From an optimization exercise on the open Yosys and OpenROAD flow, aimed at small area, a short achievable clock period and few clock cycles per item; shortcuts taken in it are not production practice. At most, simulation tests tie the RTL to the original design; equivalence was not proved. No functional check of the RTL was part of run 6. Power is estimated from default activity; no workload was simulated.

===== flow/flow/run.sh =====
#!/bin/bash
# Standard layout, with plain buffers on the ports and a lighter clock tree.
set -euo pipefail
bash standard.sh \
  "BUFFER_PORTS_ARGS=-buffer_cell sky130_fd_sc_hd__buf_1" \
  "CTS_ARGS=-sink_clustering_enable -repair_clock_nets -dont_use_dummy_load -buf_list sky130_fd_sc_hd__clkbuf_16 -sink_clustering_size 24 -sink_clustering_max_diameter 150" \
  finish > standard.log 2>&1

===== flow/standard.sh =====
#!/bin/bash
# synth_recipe.tcl (not shown) runs the flow's synth.tcl, then flattens the netlist and writes it again
# the make line also repeats each setting of config.mk as NAME=value (left out here)
make -C /OpenROAD-flow-scripts/flow DESIGN_CONFIG=/design/flow/config.mk WORK_HOME=/design/flow/orfs CLKGATE_MAP_FILE= SYNTH_SCRIPT=/design/flow/synth_recipe.tcl "${@:-finish}"

===== flow/config.mk =====
export PLATFORM = sky130hd
export DESIGN_NAME = mini_gpu
export DESIGN_NICKNAME = mini_gpu
export VERILOG_FILES = /design/flow/design.v
export SDC_FILE = /design/flow/constraint.sdc
export NUM_CORES = 4
export LEC_CHECK = 0
export CAP_MARGIN = 20
export CORE_MARGIN = 2
export CORE_UTILIZATION = 50
export SLEW_MARGIN = 20

===== flow/constraint.sdc =====
create_clock -name core_clock -period 20.0 [get_ports {i_clk}]
set_input_delay 4.0000 -clock core_clock [delete_from_list [all_inputs] [get_ports {i_clk}]]
set_output_delay 4.0000 -clock core_clock [all_outputs]
set_load 0.01 [all_outputs]

===== flow/design.v =====
`timescale 1ns / 1ps
module input_buffer #(
    parameter N = 15
)(
    input              i_clk,
    input      [7:0]   i_mem_pixel,
    output reg [N*8-1:0] o_taps
);
    always @(posedge i_clk) begin
        o_taps <= {o_taps[(N-1)*8-1:0], i_mem_pixel};
    end
endmodule
`timescale 1ns / 1ps
module image_filter #(
    parameter H = 6
)(
    input                i_clk,
    input                i_nrst,
    input      [3:0]     i_mode,           
    input                i_valid,
    input      [(2*H+3)*8-1:0] i_taps,
    output reg           o_wstb,
    output reg [7:0]     o_filtered_pixel
);
    wire ident = i_mode[0];
    wire sharp = i_mode[1];
    wire edged = i_mode[2];
    wire blur  = i_mode[3];
    wire [7:0] p00 = i_taps[(2*H+2)*8 +: 8];
    wire [7:0] p01 = i_taps[(  H+2)*8 +: 8];
    wire [7:0] p02 = i_taps[(    2)*8 +: 8];
    wire [7:0] p10 = i_taps[(2*H+1)*8 +: 8];
    wire [7:0] p11 = i_taps[(  H+1)*8 +: 8];
    wire [7:0] p12 = i_taps[(    1)*8 +: 8];
    wire [7:0] p20 = i_taps[(2*H  )*8 +: 8];
    wire [7:0] p21 = i_taps[(  H  )*8 +: 8];
    wire [7:0] p22 = i_taps[(    0)*8 +: 8];
    reg  [9:0]  x1, d1;
    reg  [7:0]  c1;
    reg         v1;
    wire [12:0] s2;
    wire [12:0] opa = blur  ? {2'b0, c1, 3'b111} :
                      edged ? {2'b0, c1, 3'b010} :
                      sharp ? {3'b0, c1, 2'b01}  : {5'b0, c1};
    wire [12:0] opb = blur  ? {2'b0, x1, 1'b0} :
                      ident ? 13'd0 : ~{3'b0, x1};
    wire [12:0] ope = blur  ? {3'b0, d1} :
                      edged ? ~{3'b0, d1} :
                      sharp ? {5'b0, c1} : 13'd0;
    wire [12:0] css = opa ^ opb ^ ope;
    wire [12:0] csc = {(opa[11:0] & opb[11:0]) | (opa[11:0] & ope[11:0]) | (opb[11:0] & ope[11:0]), blur};
    assign s2 = css + csc;
    reg  [7:0]  clamped;
    always @(*) begin
        if (blur)
            clamped = s2[12] ? 8'hff : s2[11:4];
        else if (s2[12])
            clamped = 8'h00;
        else if (|s2[11:8])
            clamped = 8'hff;
        else
            clamped = s2[7:0];
    end
    always @(posedge i_clk) begin
        x1 <= p01 + p10 + p12 + p21;
        d1 <= p00 + p02 + p20 + p22;
        c1 <= ident ? p22 : p11;
        o_filtered_pixel <= clamped;
    end
    always @(posedge i_clk or negedge i_nrst) begin
        if (!i_nrst) begin
            v1     <= 1'b0;
            o_wstb <= 1'b0;
        end else begin
            v1     <= i_valid;
            o_wstb <= v1;
        end
    end
endmodule
`timescale 1ns / 1ps
module gpu_arithmetic #(
    parameter PIXEL_WIDTH           = 8,
    parameter H                     = 6
)(
    input                      i_clk,
    input                      i_nrst,
    input   [PIXEL_WIDTH-1:0]  i_mem_pixel,
    input   [3:0]              i_mode,
    input                      i_valid,
    output                     o_wstb,
    output  [PIXEL_WIDTH-1:0]  o_filtered_pixel
);
    localparam N = 2*H + 3;                  
    wire [N*8-1:0] taps;
    input_buffer #(
        .N                  (N                  )
    ) i_input_buffer (
        .i_clk              (i_clk              ),
        .i_mem_pixel        (i_mem_pixel        ),
        .o_taps             (taps               )
    );
    image_filter #(
        .H                  (H                  )
    ) i_image_filter (
        .i_clk              (i_clk              ),
        .i_nrst             (i_nrst             ),
        .i_mode             (i_mode             ),
        .i_valid            (i_valid            ),
        .i_taps             (taps               ),
        .o_wstb             (o_wstb             ),
        .o_filtered_pixel   (o_filtered_pixel   )
    );
endmodule
`timescale 1ns / 1ps
module gpu_controller #(
    parameter ZP_IMAGE_WIDTH        = 34,
    parameter ZP_IMAGE_HEIGHT       = 34,
    parameter H                     = 6
)(
    input               i_clk,
    input               i_nrst,
    input               i_start_pulse,
    input      [1:0]    i_filter_type,
    output     [17:0]   o_mem_addr,
    output reg [3:0]    o_mode,
    output reg          o_win_valid,
    input               i_wstb,
    output reg          o_finish_pulse,
    output     [17:0]   o_filtered_addr
);
    localparam W    = ZP_IMAGE_WIDTH;
    localparam OW   = ZP_IMAGE_WIDTH - 2;
    localparam OH   = ZP_IMAGE_HEIGHT - 2;
    localparam R    = H - 2;                 
    localparam NS   = OH / R;                
    localparam KB   = 3;
    localparam XB   = 6;
    localparam SB   = 3;
    localparam JB   = 2;
    localparam CB   = 5;
    localparam AB   = 11;
    localparam NB   = SB + CB + JB;          
    reg            start_q;
    reg  [1:0]     ft_q;
    reg            running;
    reg  [KB-1:0]  k;
    reg  [XB-1:0]  x;
    reg  [SB-1:0]  s;
    reg  [AB-1:0]  addr;
    reg  [NB-1:0]  cnt;
    wire ident   = o_mode[0];
    wire k_end   = ident ? (k == R-1)  : (k == H-1);
    wire x_end   = ident ? (x == OW-1) : (x == W-1);
    wire s_end   = (s == NS-1);
    localparam [AB-1:0] STEP_ROW   = W;
    localparam [AB-1:0] STEP_COL_N = 1 - (H-1)*W;
    localparam [AB-1:0] STEP_COL_I = 1 - (R-1)*W;
    localparam [AB-1:0] STEP_STR_N = -W - (W-1);
    localparam [AB-1:0] STEP_STR_I = W - (OW-1);
    reg [AB-1:0] step;
    always @(*) begin
        if (!k_end)      step = STEP_ROW;
        else if (!x_end) step = ident ? STEP_COL_I : STEP_COL_N;
        else             step = ident ? STEP_STR_I : STEP_STR_N;
    end
    assign o_mem_addr      = {{(18-AB){1'b0}}, addr};
    assign o_filtered_addr = {{(18-NB){1'b0}}, cnt[NB-1 -: SB], cnt[JB-1:0], cnt[JB +: CB]};
    always @(posedge i_clk or negedge i_nrst) begin
        if (!i_nrst) begin
            start_q        <= 1'b0;
            running        <= 1'b0;
            o_win_valid    <= 1'b0;
            o_finish_pulse <= 1'b0;
        end else begin
            start_q        <= i_start_pulse;
            if (start_q)
                running    <= 1'b1;
            else if (k_end && x_end && s_end)
                running    <= 1'b0;
            o_win_valid    <= running && (ident || (k >= 2 && x >= 2));
            o_finish_pulse <= i_wstb && (&cnt);
        end
    end
    always @(posedge i_clk) begin
        ft_q <= i_filter_type;
        if (start_q) begin
            o_mode <= 4'b0001 << ft_q;
            k      <= 0;
            x      <= 0;
            s      <= 0;
            addr   <= (ft_q == 2'd0) ? W + 1 : 0;
            cnt    <= 0;
        end else begin
            addr <= addr + step;
            if (!k_end) begin
                k <= k + 1'b1;
            end else begin
                k <= 0;
                if (!x_end) begin
                    x <= x + 1'b1;
                end else begin
                    x <= 0;
                    s <= s + 1'b1;
                end
            end
            if (i_wstb)
                cnt <= cnt + 1'b1;
        end
    end
endmodule
`timescale 1ns / 1ps
module mini_gpu #(
    parameter PIXEL_WIDTH           = 8,
    parameter ADDR_WIDTH            = 18,
    parameter FILTER_WIDTH          = 2,
    parameter ARRAY_WIDTH           = 4,
    parameter ZP_IMAGE_WIDTH        = 34,
    parameter ZP_IMAGE_HEIGHT       = 34
)(
    input                      i_clk,
    input                      i_nrst,
    input   [PIXEL_WIDTH-1:0]  i_mem_pixel,
    output  [ADDR_WIDTH-1 :0]  o_mem_addr,
    input                      i_start_pulse,
    input   [FILTER_WIDTH-1:0] i_filter_type,
    output                     o_finish_pulse,
    output                     o_filtered_wstb,
    output  [ADDR_WIDTH-1 :0]  o_filtered_addr,
    output  [PIXEL_WIDTH-1:0]  o_filtered_pixel
);
    localparam H = 6;                        
    wire       win_valid;
    wire       last_write;
    wire [3:0] mode;                         
    wire [PIXEL_WIDTH-1:0] pixel;
    gpu_controller #(
        .ZP_IMAGE_WIDTH     (ZP_IMAGE_WIDTH     ),
        .ZP_IMAGE_HEIGHT    (ZP_IMAGE_HEIGHT    ),
        .H                  (H                  )
    ) i_gpu_controller (
        .i_clk              (i_clk              ),
        .i_nrst             (i_nrst             ),
        .i_start_pulse      (i_start_pulse      ),
        .i_filter_type      (i_filter_type      ),
        .o_mem_addr         (o_mem_addr         ),
        .o_mode             (mode               ),
        .o_win_valid        (win_valid          ),
        .i_wstb             (o_filtered_wstb    ),
        .o_finish_pulse     (o_finish_pulse     ),
        .o_filtered_addr    (o_filtered_addr    )
    );
    gpu_arithmetic #(
        .PIXEL_WIDTH        (PIXEL_WIDTH        ),
        .H                  (H                  )
    ) i_gpu_arithmetic (
        .i_clk              (i_clk              ),
        .i_nrst             (i_nrst             ),
        .i_mem_pixel        (i_mem_pixel        ),
        .i_mode             (mode               ),
        .i_valid            (win_valid          ),
        .o_wstb             (o_filtered_wstb    ),
        .o_filtered_pixel   (o_filtered_pixel   )
    );
endmodule

==> metrics.yaml, run 1 <==
synth_ff_type: "dfxtp_1"
status: "finished clean"
power_switching_w: 0.000379
rr_endpoint: "i_gpu_arithmetic.i_image_filter.o_filtered_pixel[3]"
multiInputGateArea_um2: 3670
finalPower_w: 0.00113
grt.total_usage_pct: 16.5
fillerInstances: 1391
path_cells: "buf_1"
placed_area_um2: 8370
crit_fanout: 7
grt_pass1_wl_mm: 22.7
htreeDepth: 1
clkPwrFrac_pct: 20.3
synth_top_cells_by_count: "dfxtp_1 (191), nor2_1 (59), ha_1 (50)"
power.share.combinational_pct: 37.4
postSynthAreaPerCell_um2: 11.4
grt_setup_unrepaired: "false"
r2r_cells: 13
worstHoldPathType: "reg2reg"
p_seq_share_pct: 42.3
setup_slack_ns: 14.88
synth_top_area_share_pct: 47.5
grt_pass1_vias: 4863
yosys_register_bits: 201
fin_crit_sh_pct: 25.6
relSlewSlack_pct: 58.1
placedCellCount: 951
overflow: 0
worst-path-stages: 1
timing_worst_setup_path_type: "reg2out"
synth_edf_count: 4
n_antenna_cell: 0
cts_root_buffer: "clkbuf_16"
viasPerCell: 4.92
die_x_um: 131
maxCapViolCount: 0
seq_area_um2: 4090
wirelength_mm: 13.4
critPathArrivalTime_ns: 1.12
power.leakage_nw: 3.66
path_buf_inv: 1
setup_viol: 0
die_h_um: 131
fin_cells: 963
ir_worst_vdd_uv: 77.6
syn_inst: 706
insertion_delay_ns: 0.46
clockBufferDepth: 3
synth_cell_types: 57
cpMaxStageDelayCell: "dfrtp_1"
area_growth_pct: 7.65
hold_buffers: 0
cts_buffers: 12
dp_slack_ns: 15.29
seq_area_frac_synth_pct: 50.8
rows: 46
r2r_slack_ns: 15.29
fin_tns_setup_ns: 0
hpwl_mm: 10.1
startpoint: "i_gpu_arithmetic.i_image_filter.o_wstb"
start_util_pct: 50.9
ys_top_cells_by_area: "dfxtp_1 (47%), fa_1 (11%), ha_1 (7.8%)"
portBuffers: 43
fmax_mhz: 195
clock_sinks: 201
drc_errors: 0
nNetsFinal: 857
post_cts_buffers: 0
syn_area_um2: 8050
required_ns: 16.00
p_int_w: 0.000747
core_um2: 15800
min_period_ns: 5.12
clock-skew-final_ns: 0.0278
postCtsResizedCells: 0
switching_share_pct: 33.7
first_iter_violations: 220
post-synth-top-count-cell: "dfxtp_1"
hold_viol_final: 0
cts.clk_slew.worst_paths_ns: 0.09
crit_end: "o_filtered_wstb"
worst_pin_slew_ns: 0.628
report.final.slew_viol_count: 0
vias: 4739
cp_slowest_stage_delay_ns: 0.50
synth_area_leader_cell: "dfxtp_1"
grt_max_degree: 30
antenna_found_initial: 0
cts_tree: "yes"
rr_startpoint: "i_gpu_controller.o_mode[3]"
layout-drive-gt1-share_pct: 4.55
firstDrtPassIters: 4
synthArstFlopShare_pct: 2.99
gp_congestion: 0.814
fin_area_um2: 8670
critPathTopFamily: "flip-flops"
cp-start-kind: "flip-flop"
yosys_warnings: 3
wire_per_inst_um: 13.9
cellPowerDensity_nw_per_um2: 130
end_kind: "output port"
die_area_um2: 17100
ant_nets: 0
io_pins: 59
## state kept, by name, indices dropped and copies added (netlist names)
| register | cells |
|---|---|
| i_gpu_controller.cnt | 10 |
| i_gpu_controller.start_q | 1 |
| i_gpu_controller.o_mode | 4 |
| i_gpu_arithmetic.i_image_filter.c1 | 8 |
| i_gpu_controller.o_win_valid | 1 |
| i_gpu_arithmetic.i_input_buffer.o_taps | 120 |
| i_gpu_arithmetic.i_image_filter.d1 | 10 |
| i_gpu_controller.addr | 11 |
| i_gpu_controller.x | 6 |
| i_gpu_arithmetic.i_image_filter.o_wstb | 1 |
| i_gpu_controller.s | 3 |
| i_gpu_arithmetic.i_image_filter.x1 | 10 |
| i_gpu_arithmetic.i_image_filter.v1 | 1 |
| i_gpu_controller.k | 3 |
| i_gpu_arithmetic.i_image_filter.o_filtered_pixel | 8 |
| i_gpu_controller.ft_q | 2 |
| i_gpu_controller.o_finish_pulse | 1 |
| i_gpu_controller.running | 1 |
## layer usage
layer | vias to the layer above | global-route usage (%) | routed length, µm
met3 | 17 | 2.89 | 514
met5 | - | 0 | 0
met1 | 2228 | 21.8 | 6360
li1 | 2420 | - | -
met4 | 0 | 4.32 | 221
met2 | 74 | 28.2 | 6330
## cell type report
cell class | count | area share, %
clock buffer | 12 | 3.46
inverter | 41 | 1.78
multi-input combinational | 448 | 42.4
sequential | 201 | 47.2
tap | 216 | 3.12
timing repair buffer | 45 | 2.04
## power by group through the flow
stage | Combinational, W | Sequential, W | Clock [W]
final | 0.000421 | 0.000477 | 0.000228
after global routing | 0.000481 | 0.000483 | 0.000252
after CTS | 0.000424 | 0.000477 | 0.000237
after detailed placement | 0.000422 | 0.000486 | 0
after global placement | 0.000416 | 0.000485 | 0
after floorplan | 0.000339 | 0.000483 | 0
## cell families after synthesis
family                     synth area share [%]
AOI/OAI and AO/OA                          9.68
xor gates and xnor gates                   4.79
muxes                                      2.75
buffers and inverters                      4.20
adders and majority gates                  19.0
and+or+nand+nor                            8.73
DFF                                        50.8
other                                    0.0466
## cell usage in the layout (no fill, tap or decap), drive strengths merged, types with 7 or more instances in the layout
master and n:
nand2 38, xor2 16, dfxtp 191, o21ai 24
mux2 9, a21o 11, nand3 7, nand2b 7
clkbuf 12, inv 40, xnor2 28, mux2i 12
buf 45, nor2 60, ha 50, a21oi 46
nor3 9, conb 15, fa 45
## through the flow
step | util (%) | hold WS (ns)
2_1_floorplan | - | 0.310
3_3_place_gp | 52.9 | 0.310
3_5_place_dp | 52.9 | 0.312
4_1_cts | 54.8 | 0.328
5_1_grt | 54.8 | 0.335
6_report | 54.8 | 0.321
## how the worst min path moves through the flow
stage                                               start                                          end  depth (start not counted)
6_report       i_gpu_arithmetic.i_input_buffer.o_taps[30]   i_gpu_arithmetic.i_input_buffer.o_taps[38]                          0
5_1_grt        i_gpu_arithmetic.i_input_buffer.o_taps[30]   i_gpu_arithmetic.i_input_buffer.o_taps[38]                          0
2_1_floorplan  i_gpu_arithmetic.i_input_buffer.o_taps[92]  i_gpu_arithmetic.i_input_buffer.o_taps[100]                          0
4_1_cts        i_gpu_arithmetic.i_input_buffer.o_taps[30]   i_gpu_arithmetic.i_input_buffer.o_taps[38]                          0
3_3_place_gp   i_gpu_arithmetic.i_input_buffer.o_taps[94]  i_gpu_arithmetic.i_input_buffer.o_taps[102]                          0
3_5_place_dp   i_gpu_arithmetic.i_input_buffer.o_taps[40]   i_gpu_arithmetic.i_input_buffer.o_taps[48]                          0
Testbench counts, summed over its fixed seeds: cycles 35,664, frames 24.
==> run 2, diff against run 1 <==
==> flow/flow/run.sh (replaced) <==
#!/bin/bash
# Standard layout, with plain buffers on the ports and a lighter clock tree.
set -euo pipefail
bash standard.sh \
  "BUFFER_PORTS_ARGS=-buffer_cell sky130_fd_sc_hd__buf_1" \
  "CTS_ARGS=-sink_clustering_enable -repair_clock_nets -dont_use_dummy_load -buf_list sky130_fd_sc_hd__clkbuf_8 -sink_clustering_size 16 -sink_clustering_max_diameter 150" \
  SETUP_SLACK_MARGIN=15.2 \
  finish > standard.log 2>&1
==> run 2 against run 1 <==
  * Via count up 3.0%
  * Highest routed layer unchanged
  * Final area up 3.5%
  * Global-route usage up 0.47 points
  * First-iteration DRC count up 7.3%
  * Largest power group unchanged
  * Clock skew up 0.0056 ns
  * Setup slack better by 0.12 ns
  * Combinational power up 5%
  * Power down 1.7%
  * Sequential power about the same
  * Cell count up 2.5%
==> metrics.yaml, run 2 <==
die_area_um2: 17100  # unchanged
critPathTopFamily: "flip-flops"
ir_worst_vdd_uv: 56.4  # -27%
synth_ff_type: "dfxtp_1"
viasPerCell: 4.95  # +0.51%
timing_worst_setup_path_type: "reg2out"
start_util_pct: 50.9  # unchanged
relSlewSlack_pct: 56.6  # -1.5 points
top_register: "i_gpu_arithmetic.i_input_buffer.o_taps"
yosys_register_bits: 201  # unchanged
seq_area_frac_synth_pct: 50.8  # unchanged
hpwl_mm: 10.1  # unchanged
r2r_slack_ns: 15.54  # +0.25 ns
antenna_found_initial: 0  # unchanged
reg_top3: "i_gpu_arithmetic.i_input_buffer.o_taps x120, i_gpu_controller.addr x11"
critPathArrivalTime_ns: 1.00  # -0.12 ns
ant_nets: 0  # unchanged
crit_fanout: 2  # -5
worstHoldPathType: "reg2reg"
fin_cells: 987  # +2.5%
rows: 46  # unchanged
dp_slack_ns: 15.29  # unchanged
path_cells: "clkbuf_2"
end_kind: "output port"
required_ns: 16.00  # about the same
fin_crit_sh_pct: 25.0  # -0.58 points
overflow: 0  # unchanged
cp_slowest_stage_delay_ns: 0.41  # -0.09 ns
fillerInstances: 1370  # -1.5%
grt.total_usage_pct: 17.0  # +0.47 points
vias: 4882  # +3.0%
insertion_delay_ns: 0.50  # +0.04 ns
fmax_mhz: 200  # +2.3%
die_h_um: 131  # unchanged
min_period_ns: 5.00  # -0.115 ns
wire_per_inst_um: 14.1  # +1.2%
cts.clk_slew.worst_paths_ns: 0.09  # about the same
clock-skew-final_ns: 0.0333  # +0.00556 ns
htreeDepth: 1  # unchanged
setup_slack_ns: 15.00  # +0.115 ns
cts_tree: "yes"
clock_sinks: 201  # unchanged
cpMaxStageDelayCell: "dfrtp_2"
placedCellCount: 951  # unchanged
cts_buffers: 16  # +4
synth_top_area_share_pct: 47.5  # unchanged
finalPower_w: 0.00111  # -1.7%
grt_setup_unrepaired: "true"
final_cell_mix: "dfxtp_1 (166), nor2_1 (59), ha_1 (50)"
wirelength_mm: 13.9  # +3.7%
report.final.slew_viol_count: 0  # unchanged
core_um2: 15800  # unchanged
syn_inst: 706  # unchanged
yosys_warnings: 3  # unchanged
area_growth_pct: 11.5
grt_max_degree: 30  # unchanged
drc_errors: 0  # unchanged
portBuffers: 43  # unchanged
grt_pass1_vias: 5003  # +2.9%
nNetsFinal: 881  # +2.8%
synth_edf_count: 4  # unchanged
status: "finished clean"
synth_area_leader_cell: "dfxtp_1"
clockBufferDepth: 3  # unchanged
worst_pin_slew_ns: 0.651  # +0.0229 ns
synth_top_cells_by_count: "dfxtp_1 (191), nor2_1 (59), ha_1 (50)"
io_pins: 59  # unchanged
grt_pass1_wl_mm: 23.3  # +2.6%
power.leakage_nw: 3.87  # +5.9%
die_x_um: 131  # unchanged
gp_congestion: 0.814  # unchanged
cellPowerDensity_nw_per_um2: 123  # -5.1%
largest_register_ffs: 120  # unchanged
first_iter_violations: 236  # +7.3%
n_antenna_cell: 0  # unchanged
cts_root_buffer: "clkbuf_8"
syn_area_um2: 8050  # unchanged
synthArstFlopShare_pct: 2.99  # unchanged
setup_viol: 0  # unchanged
cp-start-kind: "flip-flop"
firstDrtPassIters: 4  # unchanged
postSynthAreaPerCell_um2: 11.4  # unchanged
path_buf_inv: 1  # unchanged
synth_cell_types: 57  # unchanged
hold_viol_final: 0  # unchanged
layout-drive-gt1-share_pct: 15.2  # +11 points
fin_tns_setup_ns: 0  # unchanged
final_common_cell: "dfxtp_1"
maxCapViolCount: 0  # unchanged
post-synth-top-count-cell: "dfxtp_1"
ys_top_cells_by_area: "dfxtp_1 (47%), fa_1 (11%), ha_1 (7.8%)"
==> run 2: power by group <==
part           internal (W)  total, W  switching, W
sequential         0.000452  0.000478     0.0000266
clock             0.0000723  0.000189      0.000117
combinational      0.000203  0.000440      0.000236
total              0.000728   0.00111      0.000380
==> run 2: per-layer routing <==
layer  up-vias  routed length, µm  track usage, %
met4         0                180            3.94
met1      2309               6430            21.9
li1       2468                  -               -
met3        17                588            3.58
met2        88               6720            29.4
met5         -                  0               0
==> run 2: area by class of cell <==
| class | instances | area (µm²) | share of cell area, % |
|---|---|---|---|
| flip-flops and latches | 201 | 4130 | 46.0 |
| multi-input cells | 448 | 3670 | 41.0 |
| repair buffers | 65 | 522 | 5.81 |
| clock buffers | 16 | 220 | 2.45 |
| inverters | 41 | 158 | 1.76 |
| well taps | 216 | 270 | 3.01 |
==> run 2: per-stage QoR <==
step | util [%] | area [µm²] | hold slack, ns
CTS | 56.2 | 8900 | 0.319
detailed placement | 52.9 | 8370 | 0.312
floorplan | - | 8100 | 0.310
global route | 56.7 | 8970 | 0.329
global placement | 52.9 | 8370 | 0.310
finish | 56.7 | 8970 | 0.319
==> run 2: repair_timing <==
item	4_1_cts	5_1_grt
setup endpoints to repair	31	39
setup buffers	16	4
endpoints found under the hold margin	0	0
hold buffers	0	0
resized for setup	72	13
==> run 2: cells by family after synthesis <==
| group | Yosys count | synth area share, % |
|---|---|---|
| xor+xnor | 44 | 4.79 |
| mux | 21 | 2.75 |
| compound gates | 121 | 9.68 |
| simple gates | 152 | 8.73 |
| buf+inv | 71 | 4.20 |
| other cells | 1 | 0.0466 |
| fa+ha+maj | 95 | 19.0 |
| flops | 201 | 50.8 |
==> run 2: worst paths after layout <==
path / start / to / cells after the start
worst max-delay path: i_gpu_arithmetic.i_image_filter.o_wstb / o_filtered_wstb / 1
worst min-delay path: i_gpu_arithmetic.i_input_buffer.o_taps[34] / i_gpu_arithmetic.i_input_buffer.o_taps[42] / 0
worst max register to register: i_gpu_controller.o_mode[3] / i_gpu_arithmetic.i_image_filter.o_filtered_pixel[3] / 13
worst min register to register: i_gpu_arithmetic.i_input_buffer.o_taps[34] / i_gpu_arithmetic.i_input_buffer.o_taps[42] / 0
max in group asynchronous: i_nrst / i_gpu_arithmetic.i_image_filter.o_wstb / 1
min in group asynchronous: i_nrst / i_gpu_controller.o_finish_pulse / 1
==> run 3, diff against run 2 <==
--- a/flow/flow/run.sh
+++ b/flow/flow/run.sh
@@ -4,5 +4,4 @@
 bash standard.sh \
   "BUFFER_PORTS_ARGS=-buffer_cell sky130_fd_sc_hd__buf_1" \
   "CTS_ARGS=-sink_clustering_enable -repair_clock_nets -dont_use_dummy_load -buf_list sky130_fd_sc_hd__clkbuf_8 -sink_clustering_size 16 -sink_clustering_max_diameter 150" \
-  SETUP_SLACK_MARGIN=15.2 \
   finish > standard.log 2>&1
==> run 3 against run 2 <==
  * Cell count decreased by 2.0%
  * Setup slack got worse by 0.14 ns
  * Wire length fell by 4.0%
  * Combinational power shrank 4%
  * Count of clock-buffer cells in the layout stayed put
  * Non-clock buffer count is 20 lower
  * Area after synthesis did not move
  * Clock skew hardly changed
  * Hold slack worse by 0.0026 ns
  * Clock power barely moved
  * Fmax down 2.7%
  * Largest cell class unchanged
==> metrics.yaml, run 3 <==
status: "finished clean"
fmax_mhz: 194  # -2.7%
cp_slowest_stage_delay_ns: 0.50  # +0.09 ns
hold_path_end: "i_gpu_arithmetic.i_input_buffer.o_taps[42]"
synth_cell_types: 57  # unchanged
wirelength_mm: 13.4  # -4.0%
drc_errors: 0  # unchanged
clockBufferDepth: 3  # unchanged
rr_endpoint: "i_gpu_arithmetic.i_image_filter.o_filtered_pixel[3]"
required_ns: 16.00  # about the same
relSlewSlack_pct: 56.2  # -0.42 points
rows: 46  # unchanged
worst_pin_slew_ns: 0.658  # +0.00634 ns
cts_root_buffer: "clkbuf_8"
synth_ff_type: "dfxtp_1"
portBuffers: 43  # unchanged
post-synth-top-count-cell: "dfxtp_1"
die_area_um2: 17100  # unchanged
reg_top3: "i_gpu_arithmetic.i_input_buffer.o_taps x120, i_gpu_controller.addr x11"
critPathArrivalTime_ns: 1.15  # +0.15 ns
clock-skew-final_ns: 0.0335  # +0.000176 ns
final_common_cell: "dfxtp_1"
grt_setup_unrepaired: "false"
first_iter_violations: 206  # -13%
wire_per_inst_um: 13.8  # -2.0%
syn_inst: 706  # unchanged
cts.clk_slew.worst_paths_ns: 0.09  # about the same
final_cell_mix: "dfxtp_1 (191), nor2_1 (59), ha_1 (50)"
maxCapViolCount: 0  # unchanged
core_um2: 15800  # unchanged
report.final.slew_viol_count: 0  # unchanged
whs_path_depth: 0  # unchanged
min_period_ns: 5.15  # +0.141 ns
grt.total_usage_pct: 16.5  # -0.51 points
path_cells: "buf_1"
synth_top_area_share_pct: 47.5  # unchanged
r2r_cells: 13  # unchanged
placedCellCount: 951  # unchanged
hold_buffers: 0  # unchanged
postCtsResizedCells: 0  # -100%
viasPerCell: 4.95  # about the same
hpwl_mm: 10.1  # unchanged
ys_top_cells_by_area: "dfxtp_1 (47%), fa_1 (11%), ha_1 (7.8%)"
io_pins: 59  # unchanged
gp_congestion: 0.814  # unchanged
htreeDepth: 1  # unchanged
top_register: "i_gpu_arithmetic.i_input_buffer.o_taps"
insertion_delay_ns: 0.50  # about the same
seq_area_frac_synth_pct: 50.8  # unchanged
layout-drive-gt1-share_pct: 5.06  # -10 points
n_antenna_cell: 0  # unchanged
die_x_um: 131  # unchanged
worstHoldPathType: "reg2reg"
crit_fanout: 7  # +5
die_h_um: 131  # unchanged
synth_area_leader_cell: "dfxtp_1"
antenna_found_initial: 0  # unchanged
cts_buffers: 16  # unchanged
grt_pass1_wl_mm: 22.7  # -2.8%
startpoint: "i_gpu_arithmetic.i_image_filter.o_wstb"
critPathTopFamily: "flip-flops"
start_util_pct: 50.9  # unchanged
postSynthAreaPerCell_um2: 11.4  # unchanged
setup_viol: 0  # unchanged
clock_sinks: 201  # unchanged
ir_worst_vdd_uv: 57.2  # +1.4%
hold_viol_final: 0  # unchanged
ant_nets: 0  # unchanged
cts_tree: "yes"
cpMaxStageDelayCell: "dfrtp_1"
rr_startpoint: "i_gpu_controller.o_mode[3]"
fin_tns_setup_ns: 0  # unchanged
synthArstFlopShare_pct: 2.99  # unchanged
post_cts_buffers: 0  # -16
yosys_register_bits: 201  # unchanged
path_buf_inv: 1  # unchanged
overflow: 0  # unchanged
area_growth_pct: 6.65
cp-start-kind: "flip-flop"
largest_register_ffs: 120  # unchanged
hp-start: "i_gpu_arithmetic.i_input_buffer.o_taps[34]"
vias: 4784  # -2.0%
end_kind: "output port"
grt_max_degree: 30  # unchanged
grt_pass1_vias: 4852  # -3.0%
timing_worst_setup_path_type: "reg2out"
power.leakage_nw: 3.63  # -6.4%
fin_cells: 967  # -2.0%
fin_crit_sh_pct: 25.7  # +0.71 points
synth_top_cells_by_count: "dfxtp_1 (191), nor2_1 (59), ha_1 (50)"
firstDrtPassIters: 4  # unchanged
cellPowerDensity_nw_per_um2: 127  # +2.6%
syn_area_um2: 8050  # unchanged
r2r_slack_ns: 15.32  # -0.22 ns
yosys_warnings: 3  # unchanged
nNetsFinal: 861  # -2.3%
synth_edf_count: 4  # unchanged
[run 3: kinds of logic (layout without fill, tap and decap cells)]
| logic type | Yosys count | count (layout) | share of synthesized area [%] |
|---|---|---|---|
| XOR/XNOR | 44 | 44 | 4.79 |
| other | 1 | 15 | 0.0466 |
| flip-flops | 201 | 201 | 50.8 |
| adder cells (fa/ha/maj) | 95 | 95 | 19.0 |
| multiplexers | 21 | 21 | 2.75 |
| buffers and inverters | 71 | 102 | 4.20 |
| AO/OA/AOI/OAI | 121 | 121 | 9.68 |
| AND/OR/NAND/NOR | 152 | 152 | 8.73 |
[run 3: power breakdown]
| part | total, W | internal, W | switching [W] |
|---|---|---|---|
| sequential | 0.000477 | 0.000450 | 0.0000262 |
| clock | 0.000189 | 0.0000723 | 0.000116 |
| combinational | 0.000422 | 0.000189 | 0.000233 |
| total | 0.00109 | 0.000712 | 0.000375 |
[run 3: worst max-delay path by stage]
stage	slack, ns	depth (start not counted)	to
after floorplan	15.59	0	o_filtered_addr[0]
after global placement	15.35	13	i_gpu_arithmetic.i_image_filter.o_filtered_pixel[3]
after detailed placement	15.29	13	i_gpu_arithmetic.i_image_filter.o_filtered_pixel[3]
after CTS	14.81	1	o_filtered_wstb
after global routing	14.78	1	o_filtered_wstb
final	14.85	1	o_filtered_wstb
[run 3: area by class of cell]
class                           count  area [µm²]
Multi-Input combinational cell    448        3670
Inverter                           41         154
Timing Repair Buffer               45         176
Sequential cell                   201        4090
Tap cell                          216         270
Fill cell                        1407        7240
Clock buffer                       16         220
[run 3: per-layer routing]
metal,wire length [µm],track usage (%),vias up
met5,0,0,-
met4,166,3.82,0
met3,610,3.46,15
met2,6330,28.2,92
met1,6260,21.5,2246
li1,-,-,2431
[run 3: through the flow]
step / worst slack (ns) / power (W) / hold slack [ns] / utilization [%] / area, µm²
floorplan: 15.59 / 0.000822 / 0.310 / - / 8100
global placement: 15.35 / 0.000901 / 0.310 / 52.9 / 8370
detailed placement: 15.29 / 0.000908 / 0.312 / 52.9 / 8370
CTS: 14.81 / 0.00110 / 0.319 / 54.3 / 8590
global route: 14.78 / 0.00118 / 0.329 / 54.3 / 8590
finish: 14.85 / 0.00109 / 0.316 / 54.3 / 8590
==> run 4, diff against run 3 <==
--- a/flow/config.mk
+++ b/flow/config.mk
@@ -7,5 +7,5 @@
 export LEC_CHECK = 0
 export CAP_MARGIN = 20
 export CORE_MARGIN = 2
-export CORE_UTILIZATION = 50
+export CORE_UTILIZATION = 65
 export SLEW_MARGIN = 20
==> run 4 against run 3 <==
  * Via count rose by 2.2%
  * Still clean
  * Hold slack improved by 0.014 ns
  * Cell count is 5.0% lower
  * First-iteration DRC count is 26% higher
  * Flip-flop and latch count unchanged
  * Clock power decreased by 2%
  * Register-to-register slack barely moved
  * Wire length down 2.1%
  * Highest routed layer unchanged
  * Critical path type unchanged
  * Non-clock buffer count stayed put
  * Count of clock-buffer cells in the layout unchanged
  * Critical endpoint unchanged
  * Combinational power barely moved
  * Setup slack better by 0.011 ns
==> metrics.yaml, run 4 <==
synth_ff_type: "dfxtp_1"
cts_root_buffer: "clkbuf_8"
cpMaxStageDelayCell: "dfrtp_1"
final_cell_mix: "dfxtp_1 (191), nor2_1 (59), ha_1 (50)"
overflow: 0  # unchanged
post-synth-top-count-cell: "dfxtp_1"
die_area_um2: 13300  # -22%
status: "finished clean"
htreeDepth: 1  # unchanged
gp_congestion: 0.851  # +4.6%
cts_buffers: 16  # unchanged
fillerInstances: 901  # -36%
relSlewSlack_pct: 57.9  # +1.7 points
postCtsResizedCells: 0  # unchanged
fin_tns_setup_ns: 0  # unchanged
path_cells: "buf_1"
die_x_um: 115  # -12%
firstDrtPassIters: 4  # unchanged
fin_area_um2: 8530  # -0.70%
fin_crit_sh_pct: 25.7  # -0.054 points
antenna_found_initial: 0  # unchanged
n_antenna_cell: 0  # unchanged
hold_buffers: 0  # unchanged
critPathTopFamily: "flip-flops"
report.final.slew_viol_count: 0  # unchanged
postSynthAreaPerCell_um2: 11.4  # unchanged
fmax_mhz: 195  # +0.21%
layout-drive-gt1-share_pct: 5.06  # unchanged
first_iter_violations: 260  # +26%
min_period_ns: 5.14  # -0.0107 ns
synth_area_leader_cell: "dfxtp_1"
ant_nets: 0  # unchanged
timing_worst_setup_path_type: "reg2out"
vias: 4887  # +2.2%
area_growth_pct: 5.91
post_cts_buffers: 0  # unchanged
wirelength_mm: 13.1  # -2.1%
portBuffers: 43  # unchanged
maxCapViolCount: 0  # unchanged
worstHoldPathType: "reg2reg"
grt_pass1_vias: 5009  # +3.2%
grt_setup_unrepaired: "false"
grt_max_degree: 29  # -3.3%
end_kind: "output port"
yosys_register_bits: 201  # unchanged
setup_viol: 0  # unchanged
grt.total_usage_pct: 20.9  # +4.4 points
syn_area_um2: 8050  # unchanged
critPathArrivalTime_ns: 1.13  # -0.02 ns
placed_area_um2: 8310  # -0.72%
ys_top_cells_by_area: "dfxtp_1 (47%), fa_1 (11%), ha_1 (7.8%)"
start_util_pct: 66.8  # +16 points
synth_edf_count: 4  # unchanged
hold_viol_final: 0  # unchanged
final_common_cell: "dfxtp_1"
cp_slowest_stage_delay_ns: 0.49  # about the same
synth_top_cells_by_count: "dfxtp_1 (191), nor2_1 (59), ha_1 (50)"
required_ns: 16.00  # about the same
synthArstFlopShare_pct: 2.99  # unchanged
core_um2: 12100  # -24%
cts_tree: "yes"
die_h_um: 115  # -12%
power.leakage_nw: 3.63  # unchanged
seq_area_frac_synth_pct: 50.8  # unchanged
largest_register_ffs: 120  # unchanged
cp-start-kind: "flip-flop"
synth_cell_types: 57  # unchanged
wire_per_inst_um: 14.2  # +3.0%
synth_top_area_share_pct: 47.5  # unchanged
clockBufferDepth: 3  # unchanged
grt_pass1_wl_mm: 22.5  # -0.79%
path_buf_inv: 1  # unchanged
viasPerCell: 5.32  # +7.5%
drc_errors: 0  # unchanged
clock_sinks: 201  # unchanged
rows: 40  # -13%
clock-skew-final_ns: 0.0238  # -0.00967 ns
yosys_warnings: 3  # unchanged
ir_worst_vdd_uv: 55.4  # -3.1%
reg_top3: "i_gpu_arithmetic.i_input_buffer.o_taps x120, i_gpu_controller.addr x11"
worst_pin_slew_ns: 0.632  # -0.0256 ns
final_core_util_pct: 70.7  # +16 points
nNetsFinal: 861  # unchanged
cellPowerDensity_nw_per_um2: 127  # +0.46%
insertion_delay_ns: 0.47  # -0.03 ns
top_register: "i_gpu_arithmetic.i_input_buffer.o_taps"
io_pins: 59  # unchanged
syn_inst: 706  # unchanged
cts.clk_slew.worst_paths_ns: 0.09  # about the same
crit_fanout: 7  # unchanged
hpwl_mm: 9.87  # -2.6%
run 4: cell counts after synthesis:
No cell type changed its count.
run 4: metrics by stage:
stage	cells	power, W	worst slack, ns	hold slack [ns]
2_1_floorplan	720	0.000822	15.59	0.310
3_3_place_gp	903	0.000898	15.38	0.311
3_5_place_dp	903	0.000907	15.33	0.314
4_1_cts	919	0.00109	14.84	0.331
5_1_grt	919	0.00117	14.82	0.334
6_report	919	0.00108	14.87	0.330
run 4: cell type report:
class                      count  area [µm²]  share of cell area [%]
sequential                   201        4090                    48.0
clock buffer                  16         220                    2.58
inverter                      41         154                    1.80
multi-input combinational    448        3670                    43.1
tap                          168         210                    2.47
timing repair buffer          45         176                    2.07
run 4: path summary, 6_finish.rpt:
check                                                                start                                                  end  slack (ns)  depth (start not counted)
worst min-delay path            i_gpu_arithmetic.i_input_buffer.o_taps[91]           i_gpu_arithmetic.i_input_buffer.o_taps[99]        0.33                          0
min in group asynchronous                                           i_nrst                             i_gpu_controller.start_q        3.39                          1
worst max register to register                  i_gpu_controller.o_mode[3]  i_gpu_arithmetic.i_image_filter.o_filtered_pixel[4]       15.31                         13
worst max-delay path                i_gpu_arithmetic.i_image_filter.o_wstb                                      o_filtered_wstb       14.87                          1
max in group asynchronous                                           i_nrst                         i_gpu_controller.o_win_valid       16.35                          1
worst min register to register  i_gpu_arithmetic.i_input_buffer.o_taps[91]           i_gpu_arithmetic.i_input_buffer.o_taps[99]        0.33                          0
run 4: cells by family after synthesis:
group           synth area share (%)
xor+xnor                        4.79
mux                             2.75
buf+inv                         4.20
flops                           50.8
other cells                   0.0466
simple gates                    8.73
fa+ha+maj                       19.0
compound gates                  9.68
run 4: layer usage:
metal | share of wire [%] | track usage [%]
met4 | 1.8 | 5.86
met2 | 50 | 37.1
met1 | 45 | 26.6
met3 | 3.9 | 3.11
met5 | 0 | 0
run 4: where the power goes:
part           leakage [nW]  total [W]  switching (W)  internal [W]
Clock                 0.115   0.000185       0.000113     0.0000722
Combinational          1.80   0.000423       0.000234      0.000189
Sequential             1.71   0.000477      0.0000261      0.000450
run 4: worst reg2reg max path, stage by stage, from the launching register on:
cell and delay [ns]:
edfxtp_1 0.38, buf_4 0.23, inv_1 0.40, nand2_1 0.41
nor2_1 0.25, fa_1 0.44, ha_1 0.23, fa_1 0.43
a211o_1 0.31, o211ai_1 0.13, a31oi_2 0.20, o31a_2 0.39
or4_4 0.53, o221a_1 0.28
==> run 5, diff against run 4 <==
==> flow/flow/run.sh (replaced) <==
#!/bin/bash
# Standard layout, with plain buffers on the ports, a lighter clock tree, and
# stronger cells on the output paths (flow/pre_dpl.tcl, before detailed
# placement).
set -euo pipefail
bash standard.sh \
  "BUFFER_PORTS_ARGS=-buffer_cell sky130_fd_sc_hd__buf_1" \
  "CTS_ARGS=-sink_clustering_enable -repair_clock_nets -dont_use_dummy_load -buf_list sky130_fd_sc_hd__clkbuf_8 -sink_clustering_size 16 -sink_clustering_max_diameter 150" \
  "PRE_DETAIL_PLACE_TCL=$PWD/flow/pre_dpl.tcl" \
  finish > standard.log 2>&1
==> flow/flow/pre_dpl.tcl (new file) <==
# Before detailed placement: give the output ports stronger port buffers and
# stronger flip-flops to drive them (same cells, higher drive strength).
set up {
  sky130_fd_sc_hd__buf_1   sky130_fd_sc_hd__buf_2
  sky130_fd_sc_hd__dfxtp_1 sky130_fd_sc_hd__dfxtp_2
  sky130_fd_sc_hd__dfrtp_1 sky130_fd_sc_hd__dfrtp_2
}
proc driver_of {net} {
  foreach pin [get_pins -quiet -of_objects $net] {
    if {[get_property $pin direction] == "output"} { return [get_cells -of_objects $pin] }
  }
  return ""
}
set n 0
foreach port [get_ports *] {
  if {[get_property $port direction] != "output"} continue
  set buf [driver_of [get_nets [get_full_name $port]]]
  if {$buf == ""} continue
  set ref [get_property $buf ref_name]
  if {![dict exists $up $ref]} continue
  replace_cell [get_full_name $buf] [dict get $up $ref]
  incr n
  set ff [driver_of [get_nets -of_objects [get_pins [get_full_name $buf]/A]]]
  if {$ff == ""} continue
  set fref [get_property $ff ref_name]
  if {[dict exists $up $fref]} {
    replace_cell [get_full_name $ff] [dict get $up $fref]
    incr n
  }
}
puts "pre_dpl: resized $n cells"
--- a/flow/config.mk
+++ b/flow/config.mk
@@ -7,5 +7,5 @@
 export LEC_CHECK = 0
 export CAP_MARGIN = 20
 export CORE_MARGIN = 2
-export CORE_UTILIZATION = 65
+export CORE_UTILIZATION = 50
 export SLEW_MARGIN = 20
==> run 5 against run 4 <==
  * Hold slack worse by 0.0094 ns
  * Critical path depth unchanged
  * Die area rose by 29%
  * Count of clock-buffer cells in the layout stayed put
  * Synthesized cell count is the same
  * Sequential power hardly changed
==> metrics.yaml, run 5 <==
status: "finished clean"
post_cts_buffers: 0  # unchanged
ir_worst_vdd_uv: 58.8  # +6.0%
relSlewSlack_pct: 57.5  # -0.38 points
cp-start-kind: "flip-flop"
syn_area_um2: 8050  # unchanged
crit_fanout: 7  # unchanged
seq_area_frac_synth_pct: 50.8  # unchanged
wire_per_inst_um: 14.0  # -1.9%
first_iter_violations: 197  # -24%
fin_crit_sh_pct: 25.5  # -0.13 points
synth_top_cells_by_count: "dfxtp_1 (191), nor2_1 (59), ha_1 (50)"
postCtsResizedCells: 0  # unchanged
cellPowerDensity_nw_per_um2: 126  # -0.55%
ys_top_cells_by_area: "dfxtp_1 (47%), fa_1 (11%), ha_1 (7.8%)"
cpMaxStageDelayCell: "dfrtp_2"
synth_area_leader_cell: "dfxtp_1"
worstHoldPathType: "reg2reg"
critPathTopFamily: "flip-flops"
die_h_um: 131  # +14%
post-synth-top-count-cell: "dfxtp_1"
insertion_delay_ns: 0.50  # +0.03 ns
wirelength_mm: 13.5  # +3.2%
clock_sinks: 201  # unchanged
firstDrtPassIters: 4  # unchanged
critPathArrivalTime_ns: 1.11  # -0.02 ns
start_util_pct: 50.9  # -16 points
cts_buffers: 16  # unchanged
clockBufferDepth: 3  # unchanged
area_growth_pct: 7.61
n_antenna_cell: 0  # unchanged
synth_edf_count: 4  # unchanged
fmax_mhz: 196  # +0.50%
die_x_um: 131  # +14%
cts_root_buffer: "clkbuf_8"
layout-drive-gt1-share_pct: 13.3  # +8.3 points
required_ns: 16.00  # about the same
synthArstFlopShare_pct: 2.99  # unchanged
setup_viol: 0  # unchanged
antenna_found_initial: 0  # unchanged
top_register: "i_gpu_arithmetic.i_input_buffer.o_taps"
maxCapViolCount: 0  # unchanged
io_pins: 59  # unchanged
path_cells: "buf_2"
die_area_um2: 17100  # +29%
final_cell_mix: "dfxtp_1 (162), nor2_1 (59), ha_1 (50)"
setup_slack_ns: 14.89  # +0.0258 ns
synth_top_area_share_pct: 47.5  # unchanged
fin_tns_setup_ns: 0  # unchanged
drc_errors: 0  # unchanged
synth_cell_types: 57  # unchanged
fillerInstances: 1390  # +54%
htreeDepth: 1  # unchanged
vias: 4815  # -1.5%
fin_area_um2: 8660  # +1.6%
portBuffers: 43  # unchanged
cp_slowest_stage_delay_ns: 0.47  # -0.02 ns
grt_pass1_vias: 4870  # -2.8%
final_common_cell: "dfxtp_1"
yosys_warnings: 3  # unchanged
cts_tree: "yes"
end_kind: "output port"
clock-skew-final_ns: 0.0323  # +0.00845 ns
timing_worst_setup_path_type: "reg2out"
largest_register_ffs: 120  # unchanged
min_period_ns: 5.11  # -0.0258 ns
core_um2: 15800  # +31%
placed_area_um2: 8440  # +1.7%
synth_ff_type: "dfxtp_1"
dp_slack_ns: 15.31  # -0.0257 ns
path_buf_inv: 1  # unchanged
hold_viol_final: 0  # unchanged
postSynthAreaPerCell_um2: 11.4  # unchanged
rows: 46  # +15%
viasPerCell: 4.98  # -6.4%
ant_nets: 0  # unchanged
syn_inst: 706  # unchanged
gp_congestion: 0.814  # -4.4%
grt_pass1_wl_mm: 22.6  # +0.52%
report.final.slew_viol_count: 0  # unchanged
hpwl_mm: 10.1  # +2.8%
grt.total_usage_pct: 16.5  # -4.4 points
yosys_register_bits: 201  # unchanged
grt_max_degree: 30  # +3.4%
final_core_util_pct: 54.7  # -16 points
worst_pin_slew_ns: 0.638  # +0.00567 ns
reg_top3: "i_gpu_arithmetic.i_input_buffer.o_taps x120, i_gpu_controller.addr x11"
cts.clk_slew.worst_paths_ns: 0.11  # +0.02 ns
grt_setup_unrepaired: "false"
hold_buffers: 0  # unchanged
nNetsFinal: 861  # unchanged
overflow: 0  # unchanged
power.leakage_nw: 3.74  # +3.2%
run 5: routing by layer:
| layer | vias up | part of all wire [%] | track usage (%) |
|---|---|---|---|
| li1 | 2423 | - | - |
| met1 | 2273 | 47 | 21.5 |
| met2 | 95 | 46 | 28.4 |
| met3 | 24 | 4.6 | 3.09 |
| met4 | 0 | 1.8 | 4.26 |
| met5 | - | 0 | 0 |
run 5: final timing paths:
path | depth (start not counted) | slack (ns) | start | end
max | 1 | 14.89 | i_gpu_arithmetic.i_image_filter.o_wstb | o_filtered_wstb
min | 0 | 0.32 | i_gpu_arithmetic.i_input_buffer.o_taps[95] | i_gpu_arithmetic.i_input_buffer.o_taps[103]
max reg2reg | 13 | 15.31 | i_gpu_controller.o_mode[3] | i_gpu_arithmetic.i_image_filter.o_filtered_pixel[3]
min reg2reg | 0 | 0.32 | i_gpu_arithmetic.i_input_buffer.o_taps[95] | i_gpu_arithmetic.i_input_buffer.o_taps[103]
max in group asynchronous | 1 | 16.35 | i_nrst | i_gpu_arithmetic.i_image_filter.o_wstb
min in group asynchronous | 1 | 3.36 | i_nrst | i_gpu_controller.start_q
run 5: cell families (layout without fill, tap and decap cells):
kind of cell / count (synthesis) / after routing / synth area share, %
other: 1 / 15 / 0.0466
AO/OA/AOI/OAI: 121 / 121 / 9.68
flip-flops: 201 / 201 / 50.8
XOR/XNOR: 44 / 44 / 4.79
multiplexers: 21 / 21 / 2.75
buffers and inverters: 71 / 102 / 4.20
adder cells (fa/ha/maj): 95 / 95 / 19.0
AND/OR/NAND/NOR: 152 / 152 / 8.73
run 5: through the flow:
stage / total power, W / std cells / hold WS (ns)
detailed placement: 0.000914 / 951 / 0.312
global placement: 0.000901 / 951 / 0.310
global route: 0.00118 / 967 / 0.325
CTS: 0.00111 / 967 / 0.320
finish: 0.00110 / 967 / 0.320
floorplan: 0.000822 / 720 / 0.310
run 5: where the power goes:
part / internal (W) / switching (W) / total (W) / leakage (nW)
clock network: 0.0000723 / 0.000120 / 0.000192 / 0.115
registers: 0.000453 / 0.0000261 / 0.000479 / 1.71
logic: 0.000192 / 0.000233 / 0.000425 / 1.91
total: 0.000717 / 0.000379 / 0.00110 / 3.74
run 5: layout make-up:
class                      count  area, µm²  share of cell area (%)
inverter                      41        154                    1.78
clock buffer                  16        220                    2.54
timing repair buffer          45        215                    2.48
multi-input combinational    448       3670                    42.4
tap                          216        270                    3.12
sequential                   201       4130                    47.7
==> run 6, diff against run 5 <==
--- a/flow/design.v
+++ b/flow/design.v
@@ -20,6 +20,7 @@
     input                i_valid,
     input      [(2*H+3)*8-1:0] i_taps,
     output reg           o_wstb,
+    output reg           o_wstb_int,       
     output reg [7:0]     o_filtered_pixel
 );
     wire ident = i_mode[0];
@@ -69,11 +70,13 @@
     end
     always @(posedge i_clk or negedge i_nrst) begin
         if (!i_nrst) begin
-            v1     <= 1'b0;
-            o_wstb <= 1'b0;
+            v1         <= 1'b0;
+            o_wstb     <= 1'b0;
+            o_wstb_int <= 1'b0;
         end else begin
-            v1     <= i_valid;
-            o_wstb <= v1;
+            v1         <= i_valid;
+            o_wstb     <= v1;
+            o_wstb_int <= v1;
         end
     end
 endmodule
@@ -88,6 +91,7 @@
     input   [3:0]              i_mode,
     input                      i_valid,
     output                     o_wstb,
+    output                     o_wstb_int,
     output  [PIXEL_WIDTH-1:0]  o_filtered_pixel
 );
     localparam N = 2*H + 3;                  
@@ -108,6 +112,7 @@
         .i_valid            (i_valid            ),
         .i_taps             (taps               ),
         .o_wstb             (o_wstb             ),
+        .o_wstb_int         (o_wstb_int         ),
         .o_filtered_pixel   (o_filtered_pixel   )
     );
 endmodule
@@ -122,7 +127,7 @@
     input               i_start_pulse,
     input      [1:0]    i_filter_type,
     output     [17:0]   o_mem_addr,
-    output reg [3:0]    o_mode,
+    output reg [3:0]    o_mode,      
     output reg          o_win_valid,
     input               i_wstb,
     output reg          o_finish_pulse,
@@ -141,7 +146,6 @@
     localparam AB   = 11;
     localparam NB   = SB + CB + JB;          
     reg            start_q;
-    reg  [1:0]     ft_q;
     reg            running;
     reg  [KB-1:0]  k;
     reg  [XB-1:0]  x;
@@ -149,9 +153,11 @@
     reg  [AB-1:0]  addr;
     reg  [NB-1:0]  cnt;
     wire ident   = o_mode[0];
-    wire k_end   = ident ? (k == R-1)  : (k == H-1);
-    wire x_end   = ident ? (x == OW-1) : (x == W-1);
+    wire k_end   = (k == H-1);
+    wire x_end   = (x == W-1);
     wire s_end   = (s == NS-1);
+    wire [KB-1:0] k_first = ident ? 2 : 0;
+    wire [XB-1:0] x_first = ident ? 2 : 0;
     localparam [AB-1:0] STEP_ROW   = W;
     localparam [AB-1:0] STEP_COL_N = 1 - (H-1)*W;
     localparam [AB-1:0] STEP_COL_I = 1 - (R-1)*W;
@@ -177,34 +183,33 @@
                 running    <= 1'b1;
             else if (k_end && x_end && s_end)
                 running    <= 1'b0;
-            o_win_valid    <= running && (ident || (k >= 2 && x >= 2));
+            o_win_valid    <= running && (k >= 2 && x >= 2);
             o_finish_pulse <= i_wstb && (&cnt);
         end
     end
     always @(posedge i_clk) begin
-        ft_q <= i_filter_type;
+        if (i_start_pulse)
+            o_mode <= 4'b0001 << i_filter_type;
         if (start_q) begin
-            o_mode <= 4'b0001 << ft_q;
-            k      <= 0;
-            x      <= 0;
+            k      <= k_first;
+            x      <= x_first;
             s      <= 0;
-            addr   <= (ft_q == 2'd0) ? W + 1 : 0;
+            addr   <= ident ? W + 1 : 0;
             cnt    <= 0;
         end else begin
             addr <= addr + step;
             if (!k_end) begin
                 k <= k + 1'b1;
             end else begin
-                k <= 0;
+                k <= k_first;
                 if (!x_end) begin
                     x <= x + 1'b1;
                 end else begin
-                    x <= 0;
+                    x <= x_first;
                     s <= s + 1'b1;
                 end
             end
-            if (i_wstb)
-                cnt <= cnt + 1'b1;
+            cnt <= cnt + i_wstb;
         end
     end
 endmodule
@@ -230,6 +235,7 @@
 );
     localparam H = 6;                        
     wire       win_valid;
+    wire       wstb_int;
     wire       last_write;
     wire [3:0] mode;                         
     wire [PIXEL_WIDTH-1:0] pixel;
@@ -245,7 +251,7 @@
         .o_mem_addr         (o_mem_addr         ),
         .o_mode             (mode               ),
         .o_win_valid        (win_valid          ),
-        .i_wstb             (o_filtered_wstb    ),
+        .i_wstb             (wstb_int           ),
         .o_finish_pulse     (o_finish_pulse     ),
         .o_filtered_addr    (o_filtered_addr    )
     );
@@ -259,6 +265,7 @@
         .i_mode             (mode               ),
         .i_valid            (win_valid          ),
         .o_wstb             (o_filtered_wstb    ),
+        .o_wstb_int         (wstb_int           ),
         .o_filtered_pixel   (o_filtered_pixel   )
     );
 endmodule
==> run 6 against run 5 <==
  * Fmax up 2.3%
  * Cell count down 1.3%
  * Flip-flop and latch count down 2
  * Sequential share of layout area up 0.24 points
  * Power down 0.90%
  * Clock skew up 0.0047 ns
  * Sequential power about the same
  * Core utilization up 0.19 points
==> metrics.yaml, run 6 <==
io_pins: 59  # unchanged
synth_top_area_share_pct: 45.7  # -1.8 points
wirelength_mm: 13.1  # -3.1%
die_h_um: 131  # -0.19%
critPathTopFamily: "flip-flops"
drc_errors: 0  # unchanged
postSynthAreaPerCell_um2: 11.6  # +2.1%
area_growth_pct: 8.04
status: "finished clean"
yosys_register_bits: 199  # -1.0%
synth_cell_types: 52  # -8.8%
reg_top3: "i_gpu_arithmetic.i_input_buffer.o_taps x120, i_gpu_controller.addr x11"
synthArstFlopShare_pct: 3.02  # +0.030 points
end_kind: "output port"
power_switching_w: 0.000373  # -1.7%
portBuffers: 43  # unchanged
required_ns: 16.00  # about the same
post_cts_buffers: 0  # unchanged
synth_ff_type: "dfxtp_1"
crit_fanout: 3  # -4
final_cell_mix: "dfxtp_1 (154), nor2_1 (59), ha_1 (53)"
grt.total_usage_pct: 16.9  # +0.41 points
layout-drive-gt1-share_pct: 14.1  # +0.78 points
die_area_um2: 17100  # -0.39%
cpMaxStageDelayCell: "dfrtp_2"
p_int_w: 0.000713  # -0.48%
hpwl_mm: 9.97  # -1.8%
top_register: "i_gpu_arithmetic.i_input_buffer.o_taps"
path_buf_inv: 1  # unchanged
ir_worst_vdd_uv: 55.1  # -6.2%
power.leakage_nw: 3.84  # +2.5%
worst-path-stages: 1  # unchanged
setup_viol: 0  # unchanged
grt_max_degree: 35  # +17%
report.final.slew_viol_count: 0  # unchanged
ys_top_cells_by_area: "dfxtp_1 (46%), fa_1 (11%), ha_1 (8.3%)"
synth_area_leader_cell: "dfxtp_1"
power.share.combinational_pct: 38.4  # -0.4 points
gp_congestion: 0.814  # about the same
syn_inst: 689  # -2.4%
die_x_um: 131  # -0.19%
fillerInstances: 1389  # -0.072%
rows: 46  # unchanged
whs_path_depth: 0  # unchanged
postCtsResizedCells: 0  # unchanged
syn_area_um2: 8020  # -0.40%
first_iter_violations: 219  # +11%
maxCapViolCount: 0  # unchanged
cts_tree: "yes"
r2r_cells: 13  # unchanged
fin_crit_sh_pct: 25.0  # -0.58 points
cts_root_buffer: "clkbuf_8"
cp-start-kind: "flip-flop"
relSlewSlack_pct: 35.0  # -22 points
fmax_mhz: 200  # +2.3%
overflow: 0  # unchanged
grt_pass1_vias: 4756  # -2.3%
clockBufferDepth: 2  # -1
switching_share_pct: 34.3  # -0.27 points
firstDrtPassIters: 4  # unchanged
synth_top_cells_by_count: "dfxtp_1 (183), nor2_1 (59), ha_1 (53)"
worst_pin_slew_ns: 0.975  # +0.337 ns
cts.clk_slew.worst_paths_ns: 0.09  # -0.02 ns
p_seq_share_pct: 44.2  # +0.5 points
ant_nets: 0  # unchanged
core_um2: 15800  # -0.36%
n_antenna_cell: 0  # unchanged
start_util_pct: 50.8  # about the same
viasPerCell: 4.88  # -2.0%
wire_per_inst_um: 13.7  # -1.7%
min_period_ns: 4.99  # -0.116 ns
synth_edf_count: 10  # +6
clock-skew-final_ns: 0.0370  # +0.00470 ns
antenna_found_initial: 1  # +1
placed_area_um2: 8430  # -0.18%
hold_buffers: 0  # unchanged
grt_pass1_wl_mm: 22.3  # -1.3%
fin_tns_setup_ns: 0  # unchanged
insertion_delay_ns: 0.44  # -0.06 ns
clkPwrFrac_pct: 17.3  # -0.3 points
grt_setup_unrepaired: "false"
cellPowerDensity_nw_per_um2: 125  # -0.88%
seq_area_frac_synth_pct: 51.3  # +0.46 points
cp_slowest_stage_delay_ns: 0.42  # -0.05 ns
yosys_warnings: 3  # unchanged
final_common_cell: "dfxtp_1"
fin_area_um2: 8660  # about the same
post-synth-top-count-cell: "dfxtp_1"
clock_sinks: 199  # -1.0%
path_cells: "buf_2"
worstHoldPathType: "reg2reg"
hold_viol_final: 0  # unchanged
largest_register_ffs: 120  # unchanged
nNetsFinal: 851  # -1.2%
htreeDepth: 4  # +3
vias: 4655  # -3.3%
cts_buffers: 17  # +1
critPathArrivalTime_ns: 0.99  # -0.12 ns
timing_worst_setup_path_type: "reg2out"
==> run 6: kinds of logic (layout without fill, tap and decap cells) <==
logic type | Yosys count | in the layout | share of synthesized area [%]
fa+ha+maj | 98 | 98 | 19.5
flops | 199 | 199 | 51.3
simple gates | 145 | 145 | 8.27
other cells | 1 | 15 | 0.0468
xor+xnor | 42 | 42 | 4.77
buf+inv | 68 | 103 | 3.99
compound gates | 114 | 114 | 9.07
mux | 22 | 22 | 3.04
==> run 6: metrics by stage <==
stage	util, %	hold slack (ns)	setup WS [ns]	cells	power, W
2_1_floorplan	-	0.310	15.60	703	0.000821
3_3_place_gp	53.0	0.310	15.45	937	0.000897
3_5_place_dp	53.5	0.312	15.46	937	0.000910
4_1_cts	54.9	0.315	14.96	954	0.00110
5_1_grt	54.9	0.315	14.95	954	0.00118
6_report	54.9	0.307	15.01	954	0.00109
==> run 6: power by group through the flow <==
stage	Sequential, W	Clock (W)	Combinational [W]
finish	0.000480	0.000188	0.000417
global route	0.000486	0.000212	0.000480
CTS	0.000481	0.000197	0.000423
detailed placement	0.000490	0	0.000420
global placement	0.000486	0	0.000411
floorplan	0.000486	0	0.000336
==> run 6: worst paths after layout <==
path	to	slack, ns	start
min in group asynchronous	i_gpu_arithmetic.i_image_filter.v1	3.43	i_nrst
worst max register to register	i_gpu_arithmetic.i_image_filter.o_filtered_pixel[0]	15.82	i_gpu_controller.o_mode[3]
worst min-delay path	i_gpu_arithmetic.i_input_buffer.o_taps[83]	0.31	i_gpu_arithmetic.i_input_buffer.o_taps[75]
worst min register to register	i_gpu_arithmetic.i_input_buffer.o_taps[83]	0.31	i_gpu_arithmetic.i_input_buffer.o_taps[75]
max in group asynchronous	i_gpu_controller.o_finish_pulse	16.31	i_nrst
worst max-delay path	o_filtered_wstb	15.01	i_gpu_arithmetic.i_image_filter.o_wstb_int
==> run 6: per-layer routing <==
layer  global-route usage, %  wire [µm]  vias up
li1                        -          -     2357
met1                    21.1       6220     2206
met2                    28.5       6200       76
met3                    4.76        477       14
met4                    5.51        171        2
met5                       0         13        -
==> run 6: area by class of cell <==
type                    count  area, µm²  area share [%]
clock buffers              17        234            2.70
inverters                  41        154            1.78
multi-input cells         436       3640            42.0
flip-flops and latches    199       4150            47.9
well taps                 216        270            3.12
repair buffers             45        215            2.48

==> afterwards: timing with drivers on the ports <==
How much do the figures lean on ideal ports? The routed layouts below were timed once more, with nothing changed but the port constraints.
Step 1, drivers: a clkbuf_16 drives i_clk and a buf_2 each remaining input, both assumed.
Step 2 moves the port delays by t, midway between the first and last clock arrival at a register: inputs arrive t later, outputs are due t later. That takes back most of the time a late clock gives input paths.
Three values: ideal, step 1, step 2; two values: the first two.
run	t (ns)	setup WS [ns]	worst setup path at the end	worst register clock-pin slew, ns
run 1	0.490	14.880 / 14.836 / 15.294	register to register	0.10 / 0.10
run 2	0.520	14.995 / 14.956 / 15.476	register to output	0.11 / 0.11
run 3	0.519	14.854 / 14.815 / 15.319	register to register	0.11 / 0.11
run 4	0.494	14.865 / 14.828 / 15.310	register to register	0.10 / 0.10
run 5	0.526	14.891 / 14.852 / 15.308	register to register	0.11 / 0.11
run 6	0.470	15.007 / 14.970 / 15.402	input to register	0.11 / 0.11
After both steps setup and hold are still met in every run listed.
